This design comes from an exercise in tuning for small area and a short achievable clock period on the open sky130 flow, not from production work.
Function was checked by simulation only, so behaviour that the tests miss may differ from the original.
The clock input has no modelled driver; a real chip could not lean on it and would need a root buffer or a full tree.
Power figures rest on the tool's default switching activity, not on a simulated workload.

== v6 ==
==> flow/design.v <==
module fifo_regs_no_flags #(
    parameter g_WIDTH = 8,   
    parameter g_DEPTH = 32   
)(
    input wire i_rst_sync,                 
    input wire i_clk,                      
    input wire i_wr_en,                    
    input wire [g_WIDTH-1:0] i_wr_data,    
    output wire o_full,                    
    input wire i_rd_en,                    
    output wire [g_WIDTH-1:0] o_rd_data,   
    output wire o_empty                    
);
    localparam NLO = 8;
    localparam NHI = g_DEPTH / NLO;
    reg [g_WIDTH-1:0] r_SR [0:g_DEPTH-2];
    reg [g_WIDTH-1:0] r_WD;
    reg r_WQ;
    reg [g_WIDTH-1:0] r_HEAD;
    reg [NLO-1:0] r_LO;
    reg [NHI-1:0] r_HI;
    reg r_EMPTY;     
    reg r_FULL;      
    reg r_LE1;       
    wire w_WR = i_wr_en && !r_FULL;
    wire w_RD = i_rd_en && !r_EMPTY;
    wire w_UP = w_WR && !w_RD;
    wire w_DN = w_RD && !w_WR;
    wire w_Q0  = r_LO[0] && r_HI[0];
    wire w_Q1  = r_LO[1] && r_HI[0];
    wire w_Q29 = r_LO[NLO-3] && r_HI[NHI-1];
    wire w_Q30 = r_LO[NLO-2] && r_HI[NHI-1];
    wire w_Q31 = r_LO[NLO-1] && r_HI[NHI-1];
    wire w_N1  = r_WQ ? w_Q31 : w_Q0;     
    wire w_N2  = r_WQ ? w_Q0  : w_Q1;     
    wire w_NF1 = r_WQ ? w_Q29 : w_Q30;    
    reg [g_WIDTH-1:0] w_NEXT;
    reg [g_WIDTH-1:0] w_GRP;
    integer g, l;
    always @(*) begin
        w_NEXT = {g_WIDTH{1'b0}};
        for (g = 0; g < NHI; g = g + 1) begin
            w_GRP = {g_WIDTH{1'b0}};
            for (l = 0; l < NLO; l = l + 1)
                w_GRP = w_GRP | ({g_WIDTH{r_LO[l]}} &
                                 ((NLO*g + l == 0) ? r_WD : r_SR[NLO*g + l - 1]));
            w_NEXT = w_NEXT | ({g_WIDTH{r_HI[g]}} & w_GRP);
        end
    end
    integer i;
    always @(posedge i_clk) begin
        r_WD <= i_wr_data;
        if (r_WQ) begin
            r_SR[0] <= r_WD;
            for (i = 1; i < g_DEPTH-1; i = i + 1)
                r_SR[i] <= r_SR[i-1];
        end
        if (r_EMPTY || i_rd_en)
            r_HEAD <= r_LE1 ? i_wr_data : w_NEXT;
    end
    wire [NLO-1:0] w_LO_L = {r_LO[NLO-2:0], r_LO[NLO-1]};    
    wire [NLO-1:0] w_LO_R = {r_LO[0], r_LO[NLO-1:1]};        
    wire [NHI-1:0] w_HI_L = r_LO[NLO-1] ? {r_HI[NHI-2:0], r_HI[NHI-1]} : r_HI;
    wire [NHI-1:0] w_HI_R = r_LO[0]     ? {r_HI[0], r_HI[NHI-1:1]}     : r_HI;
    wire [NLO-1:0] w_LO_RD = r_WQ ? r_LO   : w_LO_R;
    wire [NLO-1:0] w_LO_NR = r_WQ ? w_LO_L : r_LO;
    wire [NHI-1:0] w_HI_RD = r_WQ ? r_HI   : w_HI_R;
    wire [NHI-1:0] w_HI_NR = r_WQ ? w_HI_L : r_HI;
    always @(posedge i_clk) begin
        if (i_rst_sync) begin
            r_WQ    <= 1'b0;
            r_LO    <= {1'b1, {(NLO-1){1'b0}}};
            r_HI    <= {1'b1, {(NHI-1){1'b0}}};
            r_EMPTY <= 1'b1;
            r_FULL  <= 1'b0;
            r_LE1   <= 1'b1;
        end else begin
            r_WQ   <= w_WR;
            r_LO   <= w_RD ? w_LO_RD : w_LO_NR;
            r_HI   <= w_RD ? w_HI_RD : w_HI_NR;
            if (w_UP) begin
                r_EMPTY <= 1'b0;
                r_FULL  <= w_NF1;
                r_LE1   <= r_EMPTY;
            end else if (w_DN) begin
                r_EMPTY <= w_N1;
                r_FULL  <= 1'b0;
                r_LE1   <= w_N1 || w_N2;
            end
        end
    end
    assign o_rd_data = r_HEAD;
    assign o_full    = r_FULL;
    assign o_empty   = r_EMPTY;
endmodule
export LEC_CHECK = 0
export ABC_CLOCK_PERIOD_IN_PS = 1800
export CAP_MARGIN = 20
export CORE_MARGIN = 2
export CORE_UTILIZATION = 40
export CTS_BUF_LIST = sky130_fd_sc_hd__clkbuf_8 sky130_fd_sc_hd__clkbuf_16
export CTS_CLUSTER_DIAMETER = 100
export CTS_CLUSTER_SIZE = 24
export SETUP_SLACK_MARGIN = 1.8
export SLEW_MARGIN = 20
create_clock -name core_clock -period 3.6 [get_ports {i_clk}]
standard.sh (not shown) runs the stock make flow with config.mk's settings and CLKGATE_MAP_FILE= SYNTH_SCRIPT=/design/flow/synth_recipe.tcl, a recipe that flattens the netlist after the stock synthesis.
==> flow/flow/run.sh <==
#!/bin/bash
# The standard layout (standard.sh) with two changes:
#  - buffer_ports puts buf_2 cells on the ports, not the slow clock-delay
#    buffer it picks by default;
#  - after clock tree synthesis, clock_roots.tcl replaces the buffers above
#    the leaf clock buffers by four buffers driven by the clock port.
# Every tool's full output is in orfs/logs/; the whole run is also in run.log.
set -euo pipefail
export BUFFER_PORTS_ARGS="-buffer_cell sky130_fd_sc_hd__buf_2"
export CTS_ARGS="-sink_clustering_enable -repair_clock_nets -sink_clustering_size 24 -sink_clustering_max_diameter 100 -buf_list {sky130_fd_sc_hd__clkbuf_8 sky130_fd_sc_hd__clkbuf_16} -dont_use_dummy_load"
export POST_CTS_TCL="$PWD/flow/clock_roots.tcl"
bash standard.sh finish > run.log 2>&1
Other scripts of this flow, unchanged in this note and not shown: flow/flow/clock_roots.tcl
Here is what was changed in the inputs of v7 compared with v6.
==> flow/design.v <==
module fifo_regs_no_flags #(
    parameter g_WIDTH = 8,   
    parameter g_DEPTH = 32   
)(
    input wire i_rst_sync,                 
    input wire i_clk,                      
    input wire i_wr_en,                    
    input wire [g_WIDTH-1:0] i_wr_data,    
    output wire o_full,                    
    input wire i_rd_en,                    
    output wire [g_WIDTH-1:0] o_rd_data,   
    output wire o_empty                    
);
    localparam NLO = 8;
    localparam NHI = g_DEPTH / NLO;
    reg [g_WIDTH-1:0] r_SR [0:g_DEPTH-2];
    reg [g_WIDTH-1:0] r_HEAD;
    reg [NLO-1:0] r_LO;
    reg [NHI-1:0] r_HI;
    reg r_EMPTY;     
    reg r_FULL;      
    reg r_LE1;       
    wire w_WR = i_wr_en && !r_FULL;
    wire w_RD = i_rd_en && !r_EMPTY;
    wire w_UP = w_WR && !w_RD;
    wire w_DN = w_RD && !w_WR;
    wire w_N1  = r_LO[NLO-1] && r_HI[NHI-1];    
    wire w_N2  = r_LO[0]     && r_HI[0];        
    wire w_NF1 = r_LO[NLO-3] && r_HI[NHI-1];    
    reg [g_WIDTH-1:0] w_NEXT;
    reg [g_WIDTH-1:0] w_GRP;
    integer g, l;
    always @(*) begin
        w_NEXT = {g_WIDTH{1'b0}};
        for (g = 0; g < NHI; g = g + 1) begin
            w_GRP = {g_WIDTH{1'b0}};
            for (l = 0; l < NLO; l = l + 1)
                if (NLO*g + l < g_DEPTH-1)
                    w_GRP = w_GRP | ({g_WIDTH{r_LO[l]}} & r_SR[NLO*g + l]);
            w_NEXT = w_NEXT | ({g_WIDTH{r_HI[g]}} & w_GRP);
        end
    end
    integer i;
    always @(posedge i_clk) begin
        if (w_WR) begin
            r_SR[0] <= i_wr_data;
            for (i = 1; i < g_DEPTH-1; i = i + 1)
                r_SR[i] <= r_SR[i-1];
        end
        if (r_EMPTY || i_rd_en)
            r_HEAD <= r_LE1 ? i_wr_data : w_NEXT;
    end
    wire [NLO-1:0] w_LO_L = {r_LO[NLO-2:0], r_LO[NLO-1]};    
    wire [NLO-1:0] w_LO_R = {r_LO[0], r_LO[NLO-1:1]};        
    wire [NHI-1:0] w_HI_L = r_LO[NLO-1] ? {r_HI[NHI-2:0], r_HI[NHI-1]} : r_HI;
    wire [NHI-1:0] w_HI_R = r_LO[0]     ? {r_HI[0], r_HI[NHI-1:1]}     : r_HI;
    always @(posedge i_clk) begin
        if (i_rst_sync) begin
            r_LO    <= {2'b01, {(NLO-2){1'b0}}};
            r_HI    <= {1'b1, {(NHI-1){1'b0}}};
            r_EMPTY <= 1'b1;
            r_FULL  <= 1'b0;
            r_LE1   <= 1'b1;
        end else begin
            if (w_UP) begin
                r_LO    <= w_LO_L;
                r_HI    <= w_HI_L;
                r_EMPTY <= 1'b0;
                r_FULL  <= w_NF1;
                r_LE1   <= r_EMPTY;
            end else if (w_DN) begin
                r_LO    <= w_LO_R;
                r_HI    <= w_HI_R;
                r_EMPTY <= w_N1;
                r_FULL  <= 1'b0;
                r_LE1   <= w_N1 || w_N2;
            end
        end
    end
    assign o_rd_data = r_HEAD;
    assign o_full    = r_FULL;
    assign o_empty   = r_EMPTY;
endmodule
[v7] slew at the pin closest to its max-slew limit fell 0.11 ns relative to v6. Changes observed in v7 relative to v6: share of synthesized area spent on multiplexers saw little to no change; sum of routed wire segments on met1 fell by 7.2%; share of total power in the clock network shows a reduction of 1.0 points; design area fell 86 um^2; total power after layout climbed about 2.2%. Relative to v6, routed wire length has decreased by 810 um in v7. The final critical-path setup slack in v7 sits 0.052 ns below the value recorded for v6. Looking at destination of the critical timing path, the r_HEAD[1] result is from v7; the r_HEAD[0] one comes from v6. When the final numbers for v7 and v6 were put side by side, the global placer's final weighted congestion turned out to be greater in v6. Die outline area went down by a few percent going from v6 to v7.

---

Starting RTL as in the previous note.
==> module fifo_regs_no_flags, before the edit <==
module fifo_regs_no_flags #(
    parameter g_WIDTH = 8,   
    parameter g_DEPTH = 32   
)(
    input wire i_rst_sync,                 
    input wire i_clk,                      
    input wire i_wr_en,                    
    input wire [g_WIDTH-1:0] i_wr_data,    
    output wire o_full,                    
    input wire i_rd_en,                    
    output wire [g_WIDTH-1:0] o_rd_data,   
    output wire o_empty                    
);
    localparam NLO = 8;
    localparam NHI = g_DEPTH / NLO;
    reg [g_WIDTH-1:0] r_SR [0:g_DEPTH-2];
    reg [g_WIDTH-1:0] r_WD;
    reg r_WQ;
    reg [g_WIDTH-1:0] r_HEAD;
    reg [NLO-1:0] r_LO;
    reg [NHI-1:0] r_HI;
    reg r_EMPTY;     
    reg r_FULL;      
    reg r_LE1;       
    wire w_WR = i_wr_en && !r_FULL;
    wire w_RD = i_rd_en && !r_EMPTY;
    wire w_UP = w_WR && !w_RD;
    wire w_DN = w_RD && !w_WR;
    wire w_Q0  = r_LO[0] && r_HI[0];
    wire w_Q1  = r_LO[1] && r_HI[0];
    wire w_Q29 = r_LO[NLO-3] && r_HI[NHI-1];
    wire w_Q30 = r_LO[NLO-2] && r_HI[NHI-1];
    wire w_Q31 = r_LO[NLO-1] && r_HI[NHI-1];
    wire w_N1  = r_WQ ? w_Q31 : w_Q0;     
    wire w_N2  = r_WQ ? w_Q0  : w_Q1;     
    wire w_NF1 = r_WQ ? w_Q29 : w_Q30;    
    reg [g_WIDTH-1:0] w_NEXT;
    reg [g_WIDTH-1:0] w_GRP;
    integer g, l;
    always @(*) begin
        w_NEXT = {g_WIDTH{1'b0}};
        for (g = 0; g < NHI; g = g + 1) begin
            w_GRP = {g_WIDTH{1'b0}};
            for (l = 0; l < NLO; l = l + 1)
                w_GRP = w_GRP | ({g_WIDTH{r_LO[l]}} &
                                 ((NLO*g + l == 0) ? r_WD : r_SR[NLO*g + l - 1]));
            w_NEXT = w_NEXT | ({g_WIDTH{r_HI[g]}} & w_GRP);
        end
    end
    integer i;
    always @(posedge i_clk) begin
        r_WD <= i_wr_data;
        if (r_WQ) begin
            r_SR[0] <= r_WD;
            for (i = 1; i < g_DEPTH-1; i = i + 1)
                r_SR[i] <= r_SR[i-1];
        end
        if (r_EMPTY || i_rd_en)
            r_HEAD <= r_LE1 ? i_wr_data : w_NEXT;
    end
    wire [NLO-1:0] w_LO_L = {r_LO[NLO-2:0], r_LO[NLO-1]};    
    wire [NLO-1:0] w_LO_R = {r_LO[0], r_LO[NLO-1:1]};        
    wire [NHI-1:0] w_HI_L = r_LO[NLO-1] ? {r_HI[NHI-2:0], r_HI[NHI-1]} : r_HI;
    wire [NHI-1:0] w_HI_R = r_LO[0]     ? {r_HI[0], r_HI[NHI-1:1]}     : r_HI;
    wire [NLO-1:0] w_LO_RD = r_WQ ? r_LO   : w_LO_R;
    wire [NLO-1:0] w_LO_NR = r_WQ ? w_LO_L : r_LO;
    wire [NHI-1:0] w_HI_RD = r_WQ ? r_HI   : w_HI_R;
    wire [NHI-1:0] w_HI_NR = r_WQ ? w_HI_L : r_HI;
    always @(posedge i_clk) begin
        if (i_rst_sync) begin
            r_WQ    <= 1'b0;
            r_LO    <= {1'b1, {(NLO-1){1'b0}}};
            r_HI    <= {1'b1, {(NHI-1){1'b0}}};
            r_EMPTY <= 1'b1;
            r_FULL  <= 1'b0;
            r_LE1   <= 1'b1;
        end else begin
            r_WQ   <= w_WR;
            r_LO   <= w_RD ? w_LO_RD : w_LO_NR;
            r_HI   <= w_RD ? w_HI_RD : w_HI_NR;
            if (w_UP) begin
                r_EMPTY <= 1'b0;
                r_FULL  <= w_NF1;
                r_LE1   <= r_EMPTY;
            end else if (w_DN) begin
                r_EMPTY <= w_N1;
                r_FULL  <= 1'b0;
                r_LE1   <= w_N1 || w_N2;
            end
        end
    end
    assign o_rd_data = r_HEAD;
    assign o_full    = r_FULL;
    assign o_empty   = r_EMPTY;
endmodule
==> flow/config.mk <==
export PLATFORM = sky130hd
export DESIGN_NAME = fifo_regs_no_flags
export DESIGN_NICKNAME = fifo_regs_no_flags
export VERILOG_FILES = /design/flow/design.v
export SDC_FILE = /design/flow/constraint.sdc
export NUM_CORES = 4
export LEC_CHECK = 0
export ABC_CLOCK_PERIOD_IN_PS = 1800
export CAP_MARGIN = 20
export CORE_MARGIN = 2
export CORE_UTILIZATION = 40
export CTS_BUF_LIST = sky130_fd_sc_hd__clkbuf_8 sky130_fd_sc_hd__clkbuf_16
export CTS_CLUSTER_DIAMETER = 100
export CTS_CLUSTER_SIZE = 24
export SETUP_SLACK_MARGIN = 2.0
export SLEW_MARGIN = 20
==> flow/constraint.sdc <==
create_clock -name core_clock -period 3.6 [get_ports {i_clk}]
set_input_delay 0.7200 -clock core_clock [delete_from_list [all_inputs] [get_ports {i_clk}]]
set_output_delay 0.7200 -clock core_clock [all_outputs]
set_load 0.01 [all_outputs]
==> flow/flow/run.sh <==
#!/bin/bash
# The standard layout (standard.sh) with two changes:
#  - buffer_ports puts buf_4 cells on the ports, not the slow clock-delay
#    buffer it picks by default;
#  - after clock tree synthesis, clock_roots.tcl replaces the buffers above
#    the leaf clock buffers by four buffers driven by the clock port.
# Every tool's full output is in orfs/logs/; the whole run is also in run.log.
set -euo pipefail
export BUFFER_PORTS_ARGS="-buffer_cell sky130_fd_sc_hd__buf_4"
export CTS_ARGS="-sink_clustering_enable -repair_clock_nets -sink_clustering_size 24 -sink_clustering_max_diameter 100 -buf_list {sky130_fd_sc_hd__clkbuf_8 sky130_fd_sc_hd__clkbuf_16} -dont_use_dummy_load"
export POST_CTS_TCL="$PWD/flow/clock_roots.tcl"
bash standard.sh finish > run.log 2>&1
Other scripts of this flow, unchanged in this note and not shown: flow/flow/clock_roots.tcl
Rerun with:
==> flow/design.v (replaced) <==
module fifo_regs_no_flags #(
    parameter g_WIDTH = 8,   
    parameter g_DEPTH = 32   
)(
    input wire i_rst_sync,                 
    input wire i_clk,                      
    input wire i_wr_en,                    
    input wire [g_WIDTH-1:0] i_wr_data,    
    output wire o_full,                    
    input wire i_rd_en,                    
    output wire [g_WIDTH-1:0] o_rd_data,   
    output wire o_empty                    
);
    localparam NLO = 8;
    localparam NHI = g_DEPTH / NLO;
    reg [g_WIDTH-1:0] r_SR [0:g_DEPTH-2];
    reg [g_WIDTH-1:0] r_HEAD;
    reg [NLO-1:0] r_LO;
    reg [NHI-1:0] r_HI;
    reg r_EMPTY;     
    reg r_FULL;      
    reg r_LE1;       
    wire w_WR = i_wr_en && !r_FULL;
    wire w_RD = i_rd_en && !r_EMPTY;
    wire w_UP = w_WR && !w_RD;
    wire w_DN = w_RD && !w_WR;
    wire w_N1  = r_LO[NLO-1] && r_HI[NHI-1];    
    wire w_N2  = r_LO[0]     && r_HI[0];        
    wire w_NF1 = r_LO[NLO-3] && r_HI[NHI-1];    
    reg [g_WIDTH-1:0] w_NEXT;
    reg [g_WIDTH-1:0] w_GRP;
    integer g, l;
    always @(*) begin
        w_NEXT = {g_WIDTH{1'b0}};
        for (g = 0; g < NHI; g = g + 1) begin
            w_GRP = {g_WIDTH{1'b0}};
            for (l = 0; l < NLO; l = l + 1)
                if (NLO*g + l < g_DEPTH-1)
                    w_GRP = w_GRP | ({g_WIDTH{r_LO[l]}} & r_SR[NLO*g + l]);
            w_NEXT = w_NEXT | ({g_WIDTH{r_HI[g]}} & w_GRP);
        end
    end
    integer i;
    always @(posedge i_clk) begin
        if (w_WR) begin
            r_SR[0] <= i_wr_data;
            for (i = 1; i < g_DEPTH-1; i = i + 1)
                r_SR[i] <= r_SR[i-1];
        end
        if (r_EMPTY || i_rd_en)
            r_HEAD <= r_LE1 ? i_wr_data : w_NEXT;
    end
    wire [NLO-1:0] w_LO_L = {r_LO[NLO-2:0], r_LO[NLO-1]};    
    wire [NLO-1:0] w_LO_R = {r_LO[0], r_LO[NLO-1:1]};        
    wire [NHI-1:0] w_HI_L = r_LO[NLO-1] ? {r_HI[NHI-2:0], r_HI[NHI-1]} : r_HI;
    wire [NHI-1:0] w_HI_R = r_LO[0]     ? {r_HI[0], r_HI[NHI-1:1]}     : r_HI;
    always @(posedge i_clk) begin
        if (i_rst_sync) begin
            r_LO    <= {2'b01, {(NLO-2){1'b0}}};
            r_HI    <= {1'b1, {(NHI-1){1'b0}}};
            r_EMPTY <= 1'b1;
            r_FULL  <= 1'b0;
            r_LE1   <= 1'b1;
        end else begin
            if (w_UP) begin
                r_LO    <= w_LO_L;
                r_HI    <= w_HI_L;
                r_EMPTY <= 1'b0;
                r_FULL  <= w_NF1;
                r_LE1   <= r_EMPTY;
            end else if (w_DN) begin
                r_LO    <= w_LO_R;
                r_HI    <= w_HI_R;
                r_EMPTY <= w_N1;
                r_FULL  <= 1'b0;
                r_LE1   <= w_N1 || w_N2;
            end
        end
    end
    assign o_rd_data = r_HEAD;
    assign o_full    = r_FULL;
    assign o_empty   = r_EMPTY;
endmodule
Result: Via count came out higher by 0.60%. Total power climbs by 2.8%. First-iteration DRC count rises by 0.90%. Wire length rises by 5.2%. Clock skew climbs by 0.030 ns. Area after synthesis shrinks by 3.0%. Final area is higher by 2.3%.

port drivers added, routing unchanged:
How much do the figures lean on ideal ports? The routed layouts below were timed once more, with nothing changed but the port constraints. Step 1 sets driving cells, clkbuf_16 on the clock port and buf_2 on the other inputs (assumed; they add their load-dependent delay and slew). Step 2 times the ports against the registers' clock, not the clock port: input delays grow and output delays shrink by t, the midpoint of the rising clock arrivals with the driver on. a / b / c = ideal / step 1 / step 2; a / b = the first two.
run | shift t [ns] | setup WS [ns] | worst setup path at the end | worst register clock-pin slew, ns | pins driven straight from the clock port
v6 | 0.393 | 1.860 / 1.860 / 1.760 | input to register | 0.09 / 0.09 | 4
v7 | 0.380 | 1.809 / 1.808 / 1.553 | input to register | 0.10 / 0.10 | 4
the first run of note 2 | 0.395 | 1.950 / 1.850 / 1.831 | input to register | 0.10 / 0.10 | 4
the second run of note 2 | 0.377 | 1.862 / 1.862 / 1.589 | input to register | 0.10 / 0.10 | 4
After both steps setup and hold are still met in every run listed. For the second run of note 2, which loses most, drivers alone change the setup slack by 0.000 ns; drivers and shift together by -0.273 ns.
